This design comes from an exercise in tuning for small area on the open sky130 flow, not from production work.
In this exercise RTL edits were held to simulation tests only and were not proved equivalent to the original.

## v3
==> flow/design.v <==
`timescale 1ns/1ps
module top (output reg         uart_txd,
            output wire [63:0] data_out_64,
            output reg         data_out_done,
            input  wire        clk,
            input  wire        rst_n,
            input  wire [63:0] data_in_64,
            input  wire        manual_start,
            input  wire        uart_rxd);
    parameter CLK_F    = 50_000_000;
    parameter UART_BPS = 115200;
    parameter CLK_GOAL = CLK_F / UART_BPS;     
    function [8:0] lfsr;
        input integer n;
        integer i;
        begin
            lfsr = 9'd0;
            for (i = 0; i < n; i = i + 1)
                lfsr = {lfsr[7:0], ~(lfsr[8] ^ lfsr[4])};
        end
    endfunction
    localparam [8:0] ONE    = lfsr(1);
    localparam [8:0] LAST   = lfsr(CLK_GOAL - 1);
    localparam [8:0] SAMPLE = lfsr(CLK_GOAL / 2);
    reg        ms_1;         
    reg  [2:0] t_state;      
    reg [63:8] t_word;       
    reg        t_en;         
    reg        t_end1, t_end;  
    reg        t_flag;
    reg  [8:0] t_clk;
    reg  [3:0] t_cnt;
    reg  [7:0] t_data;
    reg        t_txd, t_txd1;
    wire [7:0] t_sel = 8'd1 << t_state;
    reg [7:0] t_byte;
    integer k;
    always @(*) begin
        t_byte = data_in_64[7:0] & {8{t_sel[7]}};
        for (k = 0; k < 7; k = k + 1)
            t_byte = t_byte | (t_word[k*8+8 +: 8] & {8{t_sel[k]}});
    end
    wire t_next  = t_end || (manual_start && !ms_1);
    wire t_start = t_next && !t_en;
    always @(posedge clk or negedge rst_n)
        if (!rst_n) begin
            ms_1    <= 1'b0;
            t_state <= 3'd7;
            t_en    <= 1'b0;
            t_end1  <= 1'b0;
            t_end   <= 1'b0;
            t_flag  <= 1'b0;
            t_cnt   <= 4'd0;
            t_txd   <= 1'b1;
            t_txd1  <= 1'b1;
            uart_txd <= 1'b1;
        end else begin
            ms_1   <= manual_start;
            t_en   <= t_next;
            t_end1 <= t_cnt == 4'd10 && t_clk == ONE;
            t_end  <= t_end1;
            if (t_next)
                t_state <= t_state + 3'd1;
            if (t_start)
                t_flag <= 1'b1;
            else if (t_cnt == 4'd10)
                t_flag <= 1'b0;
            if (!t_flag)
                t_cnt <= 4'd0;
            else if (t_clk == LAST)
                t_cnt <= t_cnt + 4'd1;
            if (!t_flag)
                t_txd <= 1'b1;
            else case (t_cnt)
                4'd0: t_txd <= 1'b0;
                4'd1: t_txd <= t_data[0];
                4'd2: t_txd <= t_data[1];
                4'd3: t_txd <= t_data[2];
                4'd4: t_txd <= t_data[3];
                4'd5: t_txd <= t_data[4];
                4'd6: t_txd <= t_data[5];
                4'd7: t_txd <= t_data[6];
                4'd8: t_txd <= t_data[7];
                default: t_txd <= 1'b1;
            endcase
            t_txd1   <= t_txd;
            uart_txd <= t_txd1;
        end
    always @(posedge clk) begin
        if (!t_flag || t_clk == LAST)
            t_clk <= 9'd0;
        else
            t_clk <= {t_clk[7:0], ~(t_clk[8] ^ t_clk[4])};
        if (t_next && t_sel[7])
            t_word <= data_in_64[63:8];
        if (t_start)
            t_data <= t_byte;
    end
    reg        rxd_1;
    reg        r_flag;
    reg  [8:0] r_clk;
    reg  [3:0] r_cnt;
    reg [63:0] r_shift;      
    reg [63:0] r_word;       
    reg        r_none;       
    reg  [3:0] r_state;      
    reg        done_1;       
    wire r_sample = r_clk == SAMPLE && r_cnt >= 4'd1 && r_cnt <= 4'd8;
    wire r_byte   = r_cnt == 4'd10 && r_clk == ONE;    
    wire r_load   = data_out_done && !done_1;
    always @(posedge clk or negedge rst_n)
        if (!rst_n) begin
            rxd_1   <= 1'b1;
            r_flag  <= 1'b0;
            r_cnt   <= 4'd0;
            r_state <= 4'd8;
            data_out_done <= 1'b0;
            r_none  <= 1'b1;
        end else begin
            rxd_1 <= uart_rxd;
            if (rxd_1 && !uart_rxd)
                r_flag <= 1'b1;
            else if (r_cnt == 4'd10)
                r_flag <= 1'b0;
            if (!r_flag)
                r_cnt <= 4'd0;
            else if (r_clk == LAST)
                r_cnt <= r_cnt + 4'd1;
            if (r_byte)
                r_state <= (r_state[3] || r_state[2:0] == 3'd7) ? 4'd0 : r_state + 4'd1;
            data_out_done <= r_state == 4'd7;
            if (r_load)
                r_none <= 1'b0;
        end
    always @(posedge clk) begin
        done_1 <= data_out_done;
        if (!r_flag || r_clk == LAST)
            r_clk <= 9'd0;
        else
            r_clk <= {r_clk[7:0], ~(r_clk[8] ^ r_clk[4])};
        if (r_sample)
            r_shift <= {~uart_rxd, r_shift[63:1]};
        if (r_load)
            r_word <= r_shift;
    end
    assign data_out_64 = ~(r_word | {64{r_none}});
endmodule
clock: 20.0 ns
lec_check: 0
cap_margin: 20
core_margin: 2
core_utilization: 60
slew_margin: 20
standard.sh (not shown) runs the stock make flow with config.mk's settings and CLKGATE_MAP_FILE= SYNTH_SCRIPT=/design/flow/synth_recipe.tcl, a recipe that flattens the netlist after the stock synthesis.
==> flow/flow/run.sh <==
#!/bin/bash
# Own layout flow: the standard flow, with these changes:
#  - synthesis is the standard one (same script, same registers), except that
#    half/full adders are not extracted before ABC and ABC maps the logic with
#    an area-oriented script (flow/abc_area.script) instead of the speed script;
#  - the port buffers use the smallest buffer cell;
#  - clock tree synthesis inserts no dummy loads (options in flow/cts_args).
# standard.sh's output goes to standard.log; every step's full log is in orfs/logs/.
set -euo pipefail
WORK=$PWD
CTS="-sink_clustering_enable -repair_clock_nets -dont_use_dummy_load"
if [[ -f flow/cts_args ]]; then CTS="$(cat flow/cts_args)"; fi
cat > flow_synth.tcl <<EOT
proc extract_fa {args} { puts "flow: adder extraction skipped" }
proc abc {args} {
  set i [lsearch \$args -script]
  if {\$i >= 0} {
    set args [lreplace \$args [expr {\$i + 1}] [expr {\$i + 1}] $WORK/flow/abc_area.script]
  }
  yosys abc {*}\$args
}
source $WORK/synth_recipe.tcl
EOT
sed "s#SYNTH_SCRIPT=[^ ]*#SYNTH_SCRIPT=$WORK/flow_synth.tcl#" standard.sh > flow_standard.sh
grep -q "SYNTH_SCRIPT=$WORK/flow_synth.tcl" flow_standard.sh
bash flow_standard.sh \
  "BUFFER_PORTS_ARGS=-buffer_cell sky130_fd_sc_hd__buf_1" \
  "CTS_ARGS=$CTS" \
  finish > standard.log 2>&1
==> flow/flow/abc_area.script <==
&get -n
&st
&dch
&nf -R 1000
&st
&dch
&nf -R 1000
&put
==> flow/flow/cts_args <==
-sink_clustering_enable -repair_clock_nets -dont_use_dummy_load -buf_list sky130_fd_sc_hd__clkbuf_8 -root_buf sky130_fd_sc_hd__clkbuf_4 -tree_buf sky130_fd_sc_hd__clkbuf_4 -sink_clustering_size 20 -sink_clustering_max_diameter 80
> inputs changed (v3 -> v37)
-- flow/design.v --
<<< v3, line 30
    reg        t_flag;
    reg  [8:0] t_clk;
    reg  [3:0] t_cnt;
    reg  [7:0] t_data;
    reg        t_txd, t_txd1;
>>> v37, line 30
    reg        t_flag;
    reg  [8:0] t_clk;
    reg  [3:0] t_cnt;        
    reg  [7:0] t_data;
    reg        t_txd, t_txd1;
<<< v3, line 51
            t_end   <= 1'b0;
            t_flag  <= 1'b0;
            t_cnt   <= 4'd0;
            t_txd   <= 1'b1;
            t_txd1  <= 1'b1;
>>> v37, line 51
            t_end   <= 1'b0;
            t_flag  <= 1'b0;
            t_cnt   <= 4'd15;
            t_txd   <= 1'b1;
            t_txd1  <= 1'b1;
<<< v3, line 58
            ms_1   <= manual_start;
            t_en   <= t_next;
            t_end1 <= t_cnt == 4'd10 && t_clk == ONE;
            t_end  <= t_end1;
            if (t_next)
>>> v37, line 58
            ms_1   <= manual_start;
            t_en   <= t_next;
            t_end1 <= t_cnt == 4'd9 && t_clk == ONE;
            t_end  <= t_end1;
            if (t_next)
<<< v3, line 64
            if (t_start)
                t_flag <= 1'b1;
            else if (t_cnt == 4'd10)
                t_flag <= 1'b0;
            if (!t_flag)
                t_cnt <= 4'd0;
            else if (t_clk == LAST)
                t_cnt <= t_cnt + 4'd1;
            if (!t_flag)
                t_txd <= 1'b1;
            else case (t_cnt)
                4'd0: t_txd <= 1'b0;
                4'd1: t_txd <= t_data[0];
                4'd2: t_txd <= t_data[1];
                4'd3: t_txd <= t_data[2];
                4'd4: t_txd <= t_data[3];
                4'd5: t_txd <= t_data[4];
                4'd6: t_txd <= t_data[5];
                4'd7: t_txd <= t_data[6];
                4'd8: t_txd <= t_data[7];
                default: t_txd <= 1'b1;
            endcase
            t_txd1   <= t_txd;
            uart_txd <= t_txd1;
>>> v37, line 64
            if (t_start)
                t_flag <= 1'b1;
            else if (t_cnt == 4'd9)
                t_flag <= 1'b0;
            if (!t_flag)
                t_cnt <= 4'd15;
            else if (t_clk == LAST)
                t_cnt <= t_cnt + 4'd1;
            if (!t_flag)
                t_txd <= 1'b1;
            else if (!t_cnt[3])
                t_txd <= t_data[t_cnt[2:0]];
            else
                t_txd <= t_cnt != 4'd15;
            t_txd1   <= t_txd;
            uart_txd <= t_txd1;
<<< v3, line 100
    reg        r_flag;
    reg  [8:0] r_clk;
    reg  [3:0] r_cnt;
    reg [63:0] r_shift;      
    reg [63:0] r_word;       
>>> v37, line 92
    reg        r_flag;
    reg  [8:0] r_clk;
    reg  [3:0] r_cnt;        
    reg [63:0] r_shift;      
    reg [63:0] r_word;       
<<< v3, line 106
    reg  [3:0] r_state;      
    reg        done_1;       
    wire r_sample = r_clk == SAMPLE && r_cnt >= 4'd1 && r_cnt <= 4'd8;
    wire r_byte   = r_cnt == 4'd10 && r_clk == ONE;    
    wire r_load   = data_out_done && !done_1;
    always @(posedge clk or negedge rst_n)
>>> v37, line 98
    reg  [3:0] r_state;      
    reg        done_1;       
    wire r_sample = r_clk == SAMPLE && !r_cnt[3];
    wire r_byte   = r_cnt == 4'd9 && r_clk == ONE;    
    wire r_load   = data_out_done && !done_1;
    always @(posedge clk or negedge rst_n)
<<< v3, line 113
            rxd_1   <= 1'b1;
            r_flag  <= 1'b0;
            r_cnt   <= 4'd0;
            r_state <= 4'd8;
            data_out_done <= 1'b0;
>>> v37, line 105
            rxd_1   <= 1'b1;
            r_flag  <= 1'b0;
            r_cnt   <= 4'd15;
            r_state <= 4'd8;
            data_out_done <= 1'b0;
<<< v3, line 121
            if (rxd_1 && !uart_rxd)
                r_flag <= 1'b1;
            else if (r_cnt == 4'd10)
                r_flag <= 1'b0;
            if (!r_flag)
                r_cnt <= 4'd0;
            else if (r_clk == LAST)
                r_cnt <= r_cnt + 4'd1;
>>> v37, line 113
            if (rxd_1 && !uart_rxd)
                r_flag <= 1'b1;
            else if (r_cnt == 4'd9)
                r_flag <= 1'b0;
            if (!r_flag)
                r_cnt <= 4'd15;
            else if (r_clk == LAST)
                r_cnt <= r_cnt + 4'd1;
[summary]
- v37 finished end to end and its layout was clean on timing, DRC and antenna.
- Going from v3 to v37, worst setup slack increased 0.0078 ns, final routed wirelength across all metal layers down 210 µm, sequential share of layout area +0.25 points.
- Initial antenna violation count (v37 over v3): decrease, 1
- Compared to v3, v37 leaves less free space in the core.
- Lower transition at the pin with the smallest max-transition slack was reported by v37, not v3.
- Worst endpoint data arrival time essentially unchanged between v3 and v37.

## afterwards: timing with drivers on the ports
How much do the figures lean on ideal ports? The routed layouts below were timed once more, with nothing changed but the port constraints. Step 1 (the two cells are an assumption about what drives the block):
set clk [get_ports {clk}]
set_driving_cell -lib_cell sky130_fd_sc_hd__clkbuf_16 $clk
set_driving_cell -lib_cell sky130_fd_sc_hd__buf_2 [delete_from_list [all_inputs] $clk]
Step 2 adds t to the input delays and takes it off the output delays; t is the mean of the earliest and latest rising clock arrival at the registers after step 1. Input paths then give back, and output paths get back, about the clock's delay inside the block. a / b / c = ideal / step 1 / step 2; a / b = the first two.
run | shift t [ns] | setup slack, ns | hold slack, ns | worst register clock-pin slew, ns | worst slew at a driven data input, ns
v3 | 0.589 | 14.137 / 14.102 / 14.345 | 0.363 / 0.363 / 0.363 | 0.12 / 0.12 | 0.04
v37 | 0.589 | 14.145 / 14.112 / 14.556 | 0.363 / 0.363 / 0.363 | 0.11 / 0.11 | 0.05
After both steps setup and hold are still met in every run listed.
